This design comes from an exercise in tuning for small area and a short achievable clock period on the open sky130 flow, not from production work.
Where RTL was checked, it was by simulation tests only, not by an equivalence proof against the original.
Power figures rest on the tool's default switching activity, not on a simulated workload.

==> v26 <==
// RISC_TOY_SYS
module RISC_TOY_SYS (
    input  wire          CLK,
    input  wire          RSTN,
    output wire          IREQ,
    output wire [29:0]   IADDR,
    input  wire [31:0]   INSTR,
    output wire          DREQ,
    output wire [1:0]    DRW,
    output wire [29:0]   DADDR,
    output wire [31:0]   DWDATA,
    input  wire [31:0]   DRDATA,
    output wire [31:0]   CONSIG,
    input  wire [31:0]   IPIN,
    output wire [31:0]   IPOUT
);
export LEC_CHECK = 0
export CAP_MARGIN = 20
export CORE_MARGIN = 2
export CORE_UTILIZATION = 65
export CTS_CLUSTER_DIAMETER = 100
export CTS_CLUSTER_SIZE = 24
export PLACE_DENSITY = 0.72
export SETUP_SLACK_MARGIN = 0.2
export SLEW_MARGIN = 20
create_clock -name core_clock -period 14.0 [get_ports {CLK}]
standard.sh (not shown) runs the stock make flow with config.mk's settings and CLKGATE_MAP_FILE= SYNTH_SCRIPT=/design/flow/synth_recipe.tcl, a recipe that flattens the netlist after the stock synthesis.
==> flow/flow/run.sh <==
#!/bin/bash
# Own flow for RISC_TOY_SYS. Runs in the standard flow's work folder (design.v,
# config.mk, standard.sh, synth_recipe.tcl, flow/, out/).
#  1. design_gl.v: design.v with two combinational modules replaced by
#     gate-level ones (flow/gen_gl.py): the register file's read selector
#     (RFREAD, an a222oi AND-OR tree) and the EX operand selector's last
#     gate (OPMUX, a21o). They have no registers, so the registers are the
#     standard synthesis's.
#  2. Synthesis is synth_recipe.tcl with the ABC pass called through a Tcl
#     proc (same arguments; the script is flow/abc.script if present).
#  3. the standard layout (standard.sh) with small port buffers
#     (buf_2) instead of buffer_ports' default delay cells, and repair_timing
#     aimed below the clock period (the SDC is unchanged).
# Each tool's output goes to a log file of its own here.
set -euo pipefail
W=$(pwd)
python3 flow/gen_gl.py "$W/rfread_gl.v" > gen_gl.log 2>&1
python3 - "$W/design.v" "$W/rfread_gl.v" "$W/design_gl.v" > design_gl.log 2>&1 <<'PY'
import re, sys
src = open(sys.argv[1]).read()
gl = open(sys.argv[2]).read()
for m in ("RFREAD", "OPMUX"):
    pat = re.compile(r"\bmodule\s+" + m + r"\b.*?\bendmodule\b", re.S)
    assert len(pat.findall(src)) == 1, m + " not found exactly once"
    src = pat.sub("", src)
open(sys.argv[3], "w").write(src + "\n" + gl)
print("design_gl.v written")
PY
# ABC: ORFS's script, or flow/abc.script when there is one
if [[ -f flow/abc.script ]]; then
  ABCP="set i [lsearch \$args -script]; if {\$i >= 0} { lset args [expr {\$i+1}] $W/flow/abc.script }; "
else
  ABCP=""
fi
{
  echo 'proc synth {args} { yosys synth -nofsm -noshare {*}$args }'
  echo "proc abc {args} { ${ABCP}yosys abc {*}\$args }"
  tail -n +2 synth_recipe.tcl
} > my_synth.tcl
bash standard.sh \
  "VERILOG_FILES=$W/design_gl.v" \
  "SYNTH_SCRIPT=$W/my_synth.tcl" \
  "BUFFER_PORTS_ARGS=-buffer_cell sky130_fd_sc_hd__buf_2" \
  "SETUP_SLACK_MARGIN=8.4" \
  finish > standard_flow.log 2>&1
Other scripts of this flow, unchanged in this note and not shown: flow/flow/gen_gl.py
==> v15: changes against v26 <==
--- a/flow/design.v
+++ b/flow/design.v
@@ -49,12 +49,35 @@
     input  wire        S,
     input  wire [31:0] L,
     output wire [31:0] Y
 );
     assign Y = E | ({32{S}} & L);
 endmodule
+module ADD32SK (
+    input  wire [31:0] a,
+    input  wire [31:0] b,
+    input  wire        ci,
+    output wire [31:0] s
+);
+    wire [31:0] p = a ^ b;
+    wire [31:0] g0 = a & b;
+    wire [31:0] g = {g0[31:1], g0[0] | (p[0] & ci)};
+    reg  [31:0] G, P;
+    integer l, i, j;
+    always @(*) begin
+        G = g; P = p;
+        for (l = 0; l < 5; l = l + 1)
+            for (i = 0; i < 32; i = i + 1)
+                if (i[l]) begin
+                    j = ((i >> l) << l) - 1;
+                    G[i] = G[i] | (P[i] & G[j]);
+                    P[i] = P[i] & P[j];
+                end
+    end
+    assign s = p ^ {G[30:0], ci};
+endmodule
 module RISC_TOY (
     input  wire        CLK,
     input  wire        RSTN,
     output wire        IREQ,
     output wire [29:0] IADDR,
     input  wire [31:0] INSTR,
@@ -152,13 +175,14 @@
     wire [31:0] sext17 = {{15{INSTR[16]}}, INSTR[16:0]};
     wire [31:0] zext17 = {15'd0, INSTR[16:0]};
     wire [31:0] sext22 = {{10{INSTR[21]}}, INSTR[21:0]};
     wire [31:0] zext22 = {10'd0, INSTR[21:0]};
     wire [31:0] P4_ID  = PC_ID + 32'd4;
     wire        tbase  = ~(INSTR[31] & INSTR[29]);
-    wire [31:0] target = (tbase ? P4_ID : PC_ID) + sext22;
+    wire [31:0] target;
+    ADD32SK u_tadd (.a(tbase ? P4_ID : PC_ID), .b(sext22), .ci(1'b0), .s(target));
     reg [31:0] imm_ID;
     always @(*) begin
         if (jump)                      imm_ID = P4_ID;       
         else if (isBRL)                imm_ID = PC_ID;       
         else if (isST | isLD)          imm_ID = (fb == 5'b11111) ? zext17 : sext17;
         else if (isSTR | isLDR)        imm_ID = target;      
@@ -276,36 +300,37 @@
     OPMUX u_opb (.E(B_e),  .S(SBB_EX[3]), .L(DRDATA), .Y(B));
     assign A_EX = A;
     wire r2z = (R2 == 32'd0);
     assign taken = BAL_EX | (BZ_EX & r2z) | (BNZ_EX & ~r2z) |
                    (BPOS_EX & ~R2[31]) | (BNEG_EX & R2[31]);
     wire [31:0] Y   = B ^ {32{OP_SUB}};
-    wire [31:0] SUM = A + Y + {31'd0, OP_SUB};
+    wire [31:0] SUM;
+    ADD32SK u_sum (.a(A), .b(Y), .ci(OP_SUB), .s(SUM));
     wire [4:0] sh = SHREG_EX ? R2[4:0] : SHIMM_EX;
     function [31:0] rev32;
         input [31:0] v;
         integer i;
         begin
             for (i = 0; i < 32; i = i + 1) rev32[i] = v[31-i];
         end
     endfunction
     wire [31:0] SX = OP_SHL ? rev32(A) : A;
     wire [31:0] RR = (({SX, SX}) >> sh);
-    wire [31:0] MK = 32'hFFFFFFFF >> sh;
+    wire [31:0] MK = (32'hFFFFFFFF >> sh) | {32{OP_ROR}};    
     wire [31:0] T  = RR & MK;
     wire [31:0] SHR = T | ({32{OP_ASR & A[31]}} & ~MK);
+    reg [31:0] LOGIC;
+    integer li;
+    always @(*) for (li = 0; li < 32; li = li + 1) LOGIC[li] = LUT_EX[{A[li], B[li]}];
     wire [31:0] alu =
         ({32{OP_ADD | OP_SUB}} & SUM) |
-        ({32{LUT_EX[0]}} & ~A & ~B) |
-        ({32{LUT_EX[1]}} & ~A &  B) |
-        ({32{LUT_EX[2]}} &  A & ~B) |
-        ({32{LUT_EX[3]}} &  A &  B) |
+        LOGIC |
         ({32{OP_PC}}    & PC) |
         ({32{OP_SHL}}   & rev32(T)) |
-        ({32{OP_LSR | OP_ASR}} & SHR) |
-        ({32{OP_ROR}}   & RR);
+        ({32{OP_LSR | OP_ASR | OP_ROR}} & SHR) |
+        32'd0;
     always @(posedge CLK or negedge RSTN) begin
         if (!RSTN) begin
             RW_MEM   <= 1'b0;
             DREQ_MEM <= 1'b0;
         end else begin
             RW_MEM   <= RW_EX;
@@ -388,66 +413,66 @@
 );
     wire start_bit = CON[2];
     wire is_3x3    = CON[0];
     wire init_bit  = CON[1];
     reg        receiving_enable, computing_enable;
     reg [2:0]  cnt;
-    reg [4:0]  exec_cnt;
+    reg [13:0] exec_oh;       
     reg        clr_mac, update_ready;
     reg [1:0]  mac_enable;
     reg        last_start_bit;
     reg        zrows;
     reg [15:0] buf0, buf1, buf2, buf3, buf4, buf5, buf6, buf7;
     wire start_evt = start_bit & ~last_start_bit & ~receiving_enable & ~computing_enable;
     always @(posedge CLK or negedge RSTN) begin
         if (!RSTN) begin
             receiving_enable <= 1'b0;
             computing_enable <= 1'b0;
             cnt              <= 3'd0;
-            exec_cnt         <= 5'd0;
+            exec_oh          <= 14'd1;
             clr_mac          <= 1'b0;
             update_ready     <= 1'b0;
             mac_enable       <= 2'b00;
             last_start_bit   <= 1'b0;
             zrows            <= 1'b0;
         end else begin
             last_start_bit <= start_bit;
             if (init_bit) begin
                 receiving_enable <= 1'b0;
                 computing_enable <= 1'b0;
                 cnt              <= 3'd0;
-                exec_cnt         <= 5'd0;
+                exec_oh          <= 14'd1;
             end
             if (start_evt) begin
                 receiving_enable <= 1'b1;
                 cnt              <= 3'd1;
                 zrows            <= 1'b0;
             end else if (receiving_enable) begin
                 if (cnt == 3'd7) begin
                     receiving_enable <= 1'b0;
                     cnt              <= 3'd0;
                     computing_enable <= 1'b1;
-                    exec_cnt         <= 5'd0;
+                    exec_oh          <= 14'd1;
                     if (init_bit) zrows <= 1'b1;
                 end else begin
                     cnt <= cnt + 3'd1;
                 end
             end
             if (computing_enable && !init_bit) begin
-                exec_cnt <= exec_cnt + 5'd1;
-                if (exec_cnt == 5'd0) begin
+                exec_oh <= {exec_oh[12:0], 1'b0};
+                if (exec_oh[0]) begin
                     clr_mac      <= 1'b1;
                     update_ready <= 1'b1;
                     mac_enable   <= is_3x3 ? 2'b01 : 2'b11;
-                end else if (exec_cnt == 5'd1) begin
+                end else if (exec_oh[1]) begin
                     clr_mac <= 1'b0;
-                end else if (exec_cnt > 5'd12) begin
+                end else if (exec_oh[13]) begin
                     computing_enable <= 1'b0;
                     update_ready     <= 1'b0;
                     mac_enable       <= 2'b00;
-                    exec_cnt         <= 5'd0;
+                    exec_oh          <= 14'd1;
                 end
             end else if (init_bit) begin
                 clr_mac      <= 1'b1;
                 update_ready <= 1'b1;
                 mac_enable   <= is_3x3 ? 2'b01 : 2'b11;
             end else begin
@@ -475,19 +500,13 @@
     assign row[2] = buf2;
     assign row[3] = buf3;
     assign row[4] = buf4;
     assign row[5] = buf5;
     assign row[6] = buf6;
     assign row[7] = buf7;
-    wire [13:0] d;
-    genvar ge;
-    generate
-        for (ge = 0; ge < 14; ge = ge + 1) begin : g_dec
-            assign d[ge] = computing_enable & (exec_cnt == ge);
-        end
-    endgenerate
+    wire [13:0] d = exec_oh;
     reg [3:0] a_in_row [0:3];
     reg [3:0] b_in_col [0:3];
     integer r, c, t;
     always @(*) begin
         for (r = 0; r < 4; r = r + 1) begin
             a_in_row[r] = 4'd0;
@@ -527,24 +546,25 @@
                 end
                 MAC10 u_mac (.acc(acc_q[N*10 +: 10]), .a(pa[N*4 +: 4]), .b(pb[N*4 +: 4]), .s(macs));
                 assign acc_d[N*10 +: 10] = clr_mac ? 10'd0 : macs;
             end
         end
     endgenerate
-    integer m;
+    reg  [1:0] flush;
     always @(posedge CLK or negedge RSTN) begin
-        if (!RSTN) begin
-            a_q <= 64'd0;
-            b_q <= 64'd0;
-        end else begin
-            for (m = 0; m < 16; m = m + 1)
-                if (en[m]) begin
-                    a_q[m*4 +: 4] <= pa[m*4 +: 4];
-                    b_q[m*4 +: 4] <= pb[m*4 +: 4];
-                end
-        end
+        if (!RSTN)               flush <= 2'd3;
+        else if (flush != 2'd0)  flush <= flush - 2'd1;
+    end
+    wire fl = (flush != 2'd0);
+    integer m;
+    always @(posedge CLK) begin
+        for (m = 0; m < 16; m = m + 1)
+            if (en[m] | fl) begin
+                a_q[m*4 +: 4] <= pa[m*4 +: 4];
+                b_q[m*4 +: 4] <= pb[m*4 +: 4];
+            end
     end
     integer q;
     always @(posedge CLK) begin
         for (q = 0; q < 16; q = q + 1)
             if (en[q] & update_ready) acc_q[q*10 +: 10] <= acc_d[q*10 +: 10];
     end
--- a/flow/flow/run.sh
+++ b/flow/flow/run.sh
@@ -7,13 +7,15 @@
 #     gate (OPMUX, a21o). They have no registers, so the registers are the
 #     standard synthesis's.
 #  2. Synthesis is synth_recipe.tcl with the ABC pass called through a Tcl
 #     proc (same arguments; the script is flow/abc.script if present).
 #  3. the standard layout (standard.sh) with small port buffers
 #     (buf_2) instead of buffer_ports' default delay cells, and repair_timing
-#     aimed below the clock period (the SDC is unchanged).
+#     aimed below the clock period (the SDC is unchanged); clock tree
+#     synthesis without dummy loads; RSTN and IREQ pins side by side
+#     (flow/io.tcl).
 # Each tool's output goes to a log file of its own here.
 set -euo pipefail
 W=$(pwd)
 python3 flow/gen_gl.py "$W/rfread_gl.v" > gen_gl.log 2>&1
 python3 - "$W/design.v" "$W/rfread_gl.v" "$W/design_gl.v" > design_gl.log 2>&1 <<'PY'
 import re, sys
@@ -39,7 +41,9 @@
 } > my_synth.tcl
 bash standard.sh \
   "VERILOG_FILES=$W/design_gl.v" \
   "SYNTH_SCRIPT=$W/my_synth.tcl" \
   "BUFFER_PORTS_ARGS=-buffer_cell sky130_fd_sc_hd__buf_2" \
   "SETUP_SLACK_MARGIN=8.4" \
+  "IO_CONSTRAINTS=$W/flow/io.tcl" \
+  "CTS_ARGS=-sink_clustering_enable -repair_clock_nets -sink_clustering_size 14 -sink_clustering_max_diameter 80 -buf_list sky130_fd_sc_hd__clkbuf_8 -dont_use_dummy_load" \
   finish > standard_flow.log 2>&1
==> flow/flow/io.tcl (new file) <==
# Keep RSTN and IREQ (IREQ = RSTN through the two port buffers) side by side.
set_io_pin_constraint -pin_names {RSTN IREQ} -group -order
==> flow/config.mk (replaced) <==
export PLATFORM = sky130hd
export DESIGN_NAME = RISC_TOY_SYS
export DESIGN_NICKNAME = RISC_TOY_SYS
export VERILOG_FILES = /design/flow/design.v
export SDC_FILE = /design/flow/constraint.sdc
export NUM_CORES = 8
export LEC_CHECK = 0
export CAP_MARGIN = 20
export CORE_MARGIN = 2
export CORE_UTILIZATION = 55
export CTS_BUF_LIST = sky130_fd_sc_hd__clkbuf_8
export CTS_CLUSTER_DIAMETER = 80
export CTS_CLUSTER_SIZE = 14
export SETUP_SLACK_MARGIN = 0.2
export SLEW_MARGIN = 20
==> v9: changes against v26 <==
--- a/flow/design.v
+++ b/flow/design.v
@@ -369,18 +369,66 @@
     wire t27 = acc[8] ^ 1'b1;
     wire t28 = acc[8] & 1'b1;
     wire t29 = acc[9] ^ 1'b1;
     wire t30 = acc[9] & 1'b1;
     wire [9:0] x = {t29, t27, t25, t23, t21, t19, t17, t15, (a[1] & b[0]), acc[0]};
     wire [9:0] y = {t28, t26, t24, t22, t20, t18, t16, t14, t13, (a[0] & b[0])};
-    wire [10:0] c; assign c[0] = 1'b0;
-    genvar i; generate for (i = 0; i < 10; i = i + 1) begin : g
+    wire [10:0] c;
+    assign c[0] = 1'b0;
+    genvar i;
+    generate for (i = 0; i < 10; i = i + 1) begin : g_rc
         assign s[i] = x[i] ^ y[i] ^ c[i];
         assign c[i+1] = (x[i] & y[i]) | (x[i] & c[i]) | (y[i] & c[i]);
     end endgenerate
 endmodule
+module MAC10F (
+    input  wire [9:0] acc,
+    input  wire [3:0] a,
+    input  wire [3:0] b,
+    output wire [9:0] s
+);
+    wire t1 = acc[1] ^ (a[0] & b[1]) ^ (a[1] & b[0]);
+    wire t2 = (acc[1] & (a[0] & b[1])) | (acc[1] & (a[1] & b[0])) | ((a[0] & b[1]) & (a[1] & b[0]));
+    wire t3 = acc[2] ^ (a[0] & b[2]) ^ (a[1] & b[1]);
+    wire t4 = (acc[2] & (a[0] & b[2])) | (acc[2] & (a[1] & b[1])) | ((a[0] & b[2]) & (a[1] & b[1]));
+    wire t5 = acc[3] ^ (a[1] & b[2]) ^ (a[2] & b[1]);
+    wire t6 = (acc[3] & (a[1] & b[2])) | (acc[3] & (a[2] & b[1])) | ((a[1] & b[2]) & (a[2] & b[1]));
+    wire t7 = ~(a[3] & b[0]) ^ ~(a[0] & b[3]);
+    wire t8 = ~(a[3] & b[0]) & ~(a[0] & b[3]);
+    wire t9 = acc[4] ^ (a[2] & b[2]) ^ ~(a[3] & b[1]);
+    wire t10 = (acc[4] & (a[2] & b[2])) | (acc[4] & ~(a[3] & b[1])) | ((a[2] & b[2]) & ~(a[3] & b[1]));
+    wire t11 = ~(a[1] & b[3]) ^ 1'b1;
+    wire t12 = ~(a[1] & b[3]) & 1'b1;
+    wire t13 = acc[5] ^ ~(a[3] & b[2]) ^ ~(a[2] & b[3]);
+    wire t14 = (acc[5] & ~(a[3] & b[2])) | (acc[5] & ~(a[2] & b[3])) | (~(a[3] & b[2]) & ~(a[2] & b[3]));
+    wire t15 = t2 ^ t3 ^ (a[2] & b[0]);
+    wire t16 = (t2 & t3) | (t2 & (a[2] & b[0])) | (t3 & (a[2] & b[0]));
+    wire t17 = t4 ^ t5 ^ t7;
+    wire t18 = (t4 & t5) | (t4 & t7) | (t5 & t7);
+    wire t19 = t6 ^ t8 ^ t9;
+    wire t20 = (t6 & t8) | (t6 & t9) | (t8 & t9);
+    wire t21 = t10 ^ t12 ^ t13;
+    wire t22 = (t10 & t12) | (t10 & t13) | (t12 & t13);
+    wire t23 = t14 ^ acc[6] ^ (a[3] & b[3]);
+    wire t24 = (t14 & acc[6]) | (t14 & (a[3] & b[3])) | (acc[6] & (a[3] & b[3]));
+    wire t25 = t18 ^ t19 ^ t11;
+    wire t26 = (t18 & t19) | (t18 & t11) | (t19 & t11);
+    wire t27 = t24 ^ acc[7] ^ 1'b1;
+    wire t28 = (t24 & acc[7]) | (t24 & 1'b1) | (acc[7] & 1'b1);
+    wire t29 = t26 ^ t20 ^ t21;
+    wire t30 = (t26 & t20) | (t26 & t21) | (t20 & t21);
+    wire t31 = t28 ^ acc[8] ^ 1'b1;
+    wire t32 = (t28 & acc[8]) | (t28 & 1'b1) | (acc[8] & 1'b1);
+    wire t33 = t30 ^ t22 ^ t23;
+    wire t34 = (t30 & t22) | (t30 & t23) | (t22 & t23);
+    wire t35 = t32 ^ acc[9] ^ 1'b1;
+    wire t36 = (t32 & acc[9]) | (t32 & 1'b1) | (acc[9] & 1'b1);
+    wire [9:0] x = {t35, t31, t34, t33, t29, t25, t16, t15, t1, acc[0]};
+    wire [9:0] y = {1'b0, 1'b0, t27, 1'b0, 1'b0, 1'b0, t17, 1'b0, 1'b0, (a[0] & b[0])};
+    assign s = x + y;
+endmodule
 module CUSTOM_IP (
     input  wire        CLK,
     input  wire        RSTN,
     input  wire [31:0] IPIN,
     input  wire [31:0] CON,
     input  wire [31:0] CON_D,    
@@ -522,29 +570,34 @@
                 end
                 if (gi == 0) begin : g_b0
                     assign pb[N*4 +: 4] = b_in_col[gj];
                 end else begin : g_b1
                     assign pb[N*4 +: 4] = b_q[(N-4)*4 +: 4];
                 end
-                MAC10 u_mac (.acc(acc_q[N*10 +: 10]), .a(pa[N*4 +: 4]), .b(pb[N*4 +: 4]), .s(macs));
+                if (gi == 0 || gj == 0) begin : g_fast    
+                    MAC10F u_mac (.acc(acc_q[N*10 +: 10]), .a(pa[N*4 +: 4]), .b(pb[N*4 +: 4]), .s(macs));
+                end else begin : g_small
+                    MAC10  u_mac (.acc(acc_q[N*10 +: 10]), .a(pa[N*4 +: 4]), .b(pb[N*4 +: 4]), .s(macs));
+                end
                 assign acc_d[N*10 +: 10] = clr_mac ? 10'd0 : macs;
             end
         end
     endgenerate
-    integer m;
+    reg  [1:0] flush;
     always @(posedge CLK or negedge RSTN) begin
-        if (!RSTN) begin
-            a_q <= 64'd0;
-            b_q <= 64'd0;
-        end else begin
-            for (m = 0; m < 16; m = m + 1)
-                if (en[m]) begin
-                    a_q[m*4 +: 4] <= pa[m*4 +: 4];
-                    b_q[m*4 +: 4] <= pb[m*4 +: 4];
-                end
-        end
+        if (!RSTN)               flush <= 2'd3;
+        else if (flush != 2'd0)  flush <= flush - 2'd1;
+    end
+    wire fl = (flush != 2'd0);
+    integer m;
+    always @(posedge CLK) begin
+        for (m = 0; m < 16; m = m + 1)
+            if (en[m] | fl) begin
+                a_q[m*4 +: 4] <= pa[m*4 +: 4];
+                b_q[m*4 +: 4] <= pb[m*4 +: 4];
+            end
     end
     integer q;
     always @(posedge CLK) begin
         for (q = 0; q < 16; q = q + 1)
             if (en[q] & update_ready) acc_q[q*10 +: 10] <= acc_d[q*10 +: 10];
     end
--- a/flow/flow/run.sh
+++ b/flow/flow/run.sh
@@ -7,13 +7,15 @@
 #     gate (OPMUX, a21o). They have no registers, so the registers are the
 #     standard synthesis's.
 #  2. Synthesis is synth_recipe.tcl with the ABC pass called through a Tcl
 #     proc (same arguments; the script is flow/abc.script if present).
 #  3. the standard layout (standard.sh) with small port buffers
 #     (buf_2) instead of buffer_ports' default delay cells, and repair_timing
-#     aimed below the clock period (the SDC is unchanged).
+#     aimed below the clock period (the SDC is unchanged); clock tree
+#     synthesis without dummy loads; RSTN and IREQ pins side by side
+#     (flow/io.tcl).
 # Each tool's output goes to a log file of its own here.
 set -euo pipefail
 W=$(pwd)
 python3 flow/gen_gl.py "$W/rfread_gl.v" > gen_gl.log 2>&1
 python3 - "$W/design.v" "$W/rfread_gl.v" "$W/design_gl.v" > design_gl.log 2>&1 <<'PY'
 import re, sys
@@ -39,7 +41,9 @@
 } > my_synth.tcl
 bash standard.sh \
   "VERILOG_FILES=$W/design_gl.v" \
   "SYNTH_SCRIPT=$W/my_synth.tcl" \
   "BUFFER_PORTS_ARGS=-buffer_cell sky130_fd_sc_hd__buf_2" \
   "SETUP_SLACK_MARGIN=8.4" \
+  "IO_CONSTRAINTS=$W/flow/io.tcl" \
+  "CTS_ARGS=-sink_clustering_enable -repair_clock_nets -sink_clustering_size 14 -sink_clustering_max_diameter 80 -buf_list sky130_fd_sc_hd__clkbuf_8 -dont_use_dummy_load" \
   finish > standard_flow.log 2>&1
==> flow/flow/io.tcl (new file) <==
# Keep RSTN and IREQ (IREQ = RSTN through the two port buffers) side by side.
set_io_pin_constraint -pin_names {RSTN IREQ} -group -order
==> flow/config.mk (replaced) <==
export PLATFORM = sky130hd
export DESIGN_NAME = RISC_TOY_SYS
export DESIGN_NICKNAME = RISC_TOY_SYS
export VERILOG_FILES = /design/flow/design.v
export SDC_FILE = /design/flow/constraint.sdc
export NUM_CORES = 8
export LEC_CHECK = 0
export CAP_MARGIN = 20
export CORE_MARGIN = 2
export CORE_UTILIZATION = 55
export CTS_BUF_LIST = sky130_fd_sc_hd__clkbuf_8
export CTS_CLUSTER_DIAMETER = 80
export CTS_CLUSTER_SIZE = 14
export SETUP_SLACK_MARGIN = 0.2
export SLEW_MARGIN = 20
==> run notes <==
The lowest clock skew belongs to v26, the highest to v15.
Final cell count: v9 > v26 > v15.
v9 finished with timing, DRC and antenna clean. v15 went through all stages and came out clean. v26 reached the layout checks and failed them: antenna rules.
Of v9 and v26, v26 has the higher cell area (gap about 0.8%, measured against v26).
The lowest register-to-register slack belongs to v26, the highest to v9.
Core utilization: v9 < v15 < v26.
Between v15 and v26, the lower combinational power is in v15 (gap 18%, measured against v26).
Maximum frequency, lowest first: v9, v15, v26.
Sequential power, lowest first: v9, v15, v26.
==> figures <==
| metric | v26 | v15 | v9 |
|---|---|---|---|
| Run status | complete, but fails checks | timing/DRC/antenna clean | timing/DRC/antenna clean |
| Layout check failures | antenna rules | - | - |
| Pre-CTS worst setup slack | 6.86 ns | 6.89 ns | 6.81 ns |
| Worst hold margin | 0.340 ns | 0.338 ns | 0.332 ns |
| Fraction of layout instances using a drive strength above 1 | 15.6% | 15.2% | 13.9% |
| Register cell area after layout | 0.0501 sq mm | 0.0509 sq mm | 0.0506 sq mm |
| Global-route track usage on met2 | 65.6% | 59.7% | 59.0% |
| Global router's overall resource usage | 47.1% | 40.7% | 41.2% |
| Combinational gate power | 6.31 mW | 5.20 mW | 4.94 mW |
| Remaining max-slew budget at the tightest pin | 28.0% | 13.9% | 14.3% |
| Number of nets in the layout | 7945 | 7705 | 7902 |
| Count of routing violations after the opening detailed-route iteration | 19086 | 14940 | 15373 |
| Utilization after layout | 71.1% | 60.0% | 59.7% |
| Number of ordinary and repair buffers in the finished layout | 503 | 453 | 425 |
| Number of library cell types mapped by synthesis | 94 | 84 | 90 |
| Footprint of the multi-input gates | 0.0393 sq mm | 0.0374 sq mm | 0.0387 sq mm |
| Share of cell area taken by muxes after synthesis | 4.91% | 4.17% | 4.39% |
| Clock sink total | 1794 | 1805 | 1796 |
| Register share of the cell area | 50.4% | 52.1% | 51.4% |
The RTL of v15 was laid out without a check of its function.

-- port drivers added, routing unchanged --
How much do the figures lean on ideal ports? The routed layouts below were timed once more, with nothing changed but the port constraints. Step 1, drivers: a clkbuf_16 drives CLK and a buf_2 each remaining input, both assumed. Step 2 times the ports against the registers' clock, not the clock port: input delays grow and output delays shrink by t, the midpoint of the rising clock arrivals with the driver on. a / b / c = ideal / step 1 / step 2; a / b = the first two.
run	t (ns)	slack for setup (ns)	worst hold slack (ns)	slew at the worst register clock pin (ns)	worst slew at a driven data input, ns
v26	0.836	8.189 / 8.020 / 7.455	0.340 / 0.340 / 0.340	0.11 / 0.11	0.23
v15	1.041	8.187 / 7.932 / 7.259	0.338 / 0.338 / 0.338	0.10 / 0.10	0.33
v9	1.052	8.170 / 7.917 / 7.250	0.332 / 0.332 / 0.332	0.10 / 0.10	0.29
The setup slack of v15, which loses most, moves by -0.255 ns with the drivers and by -0.928 ns with both steps.
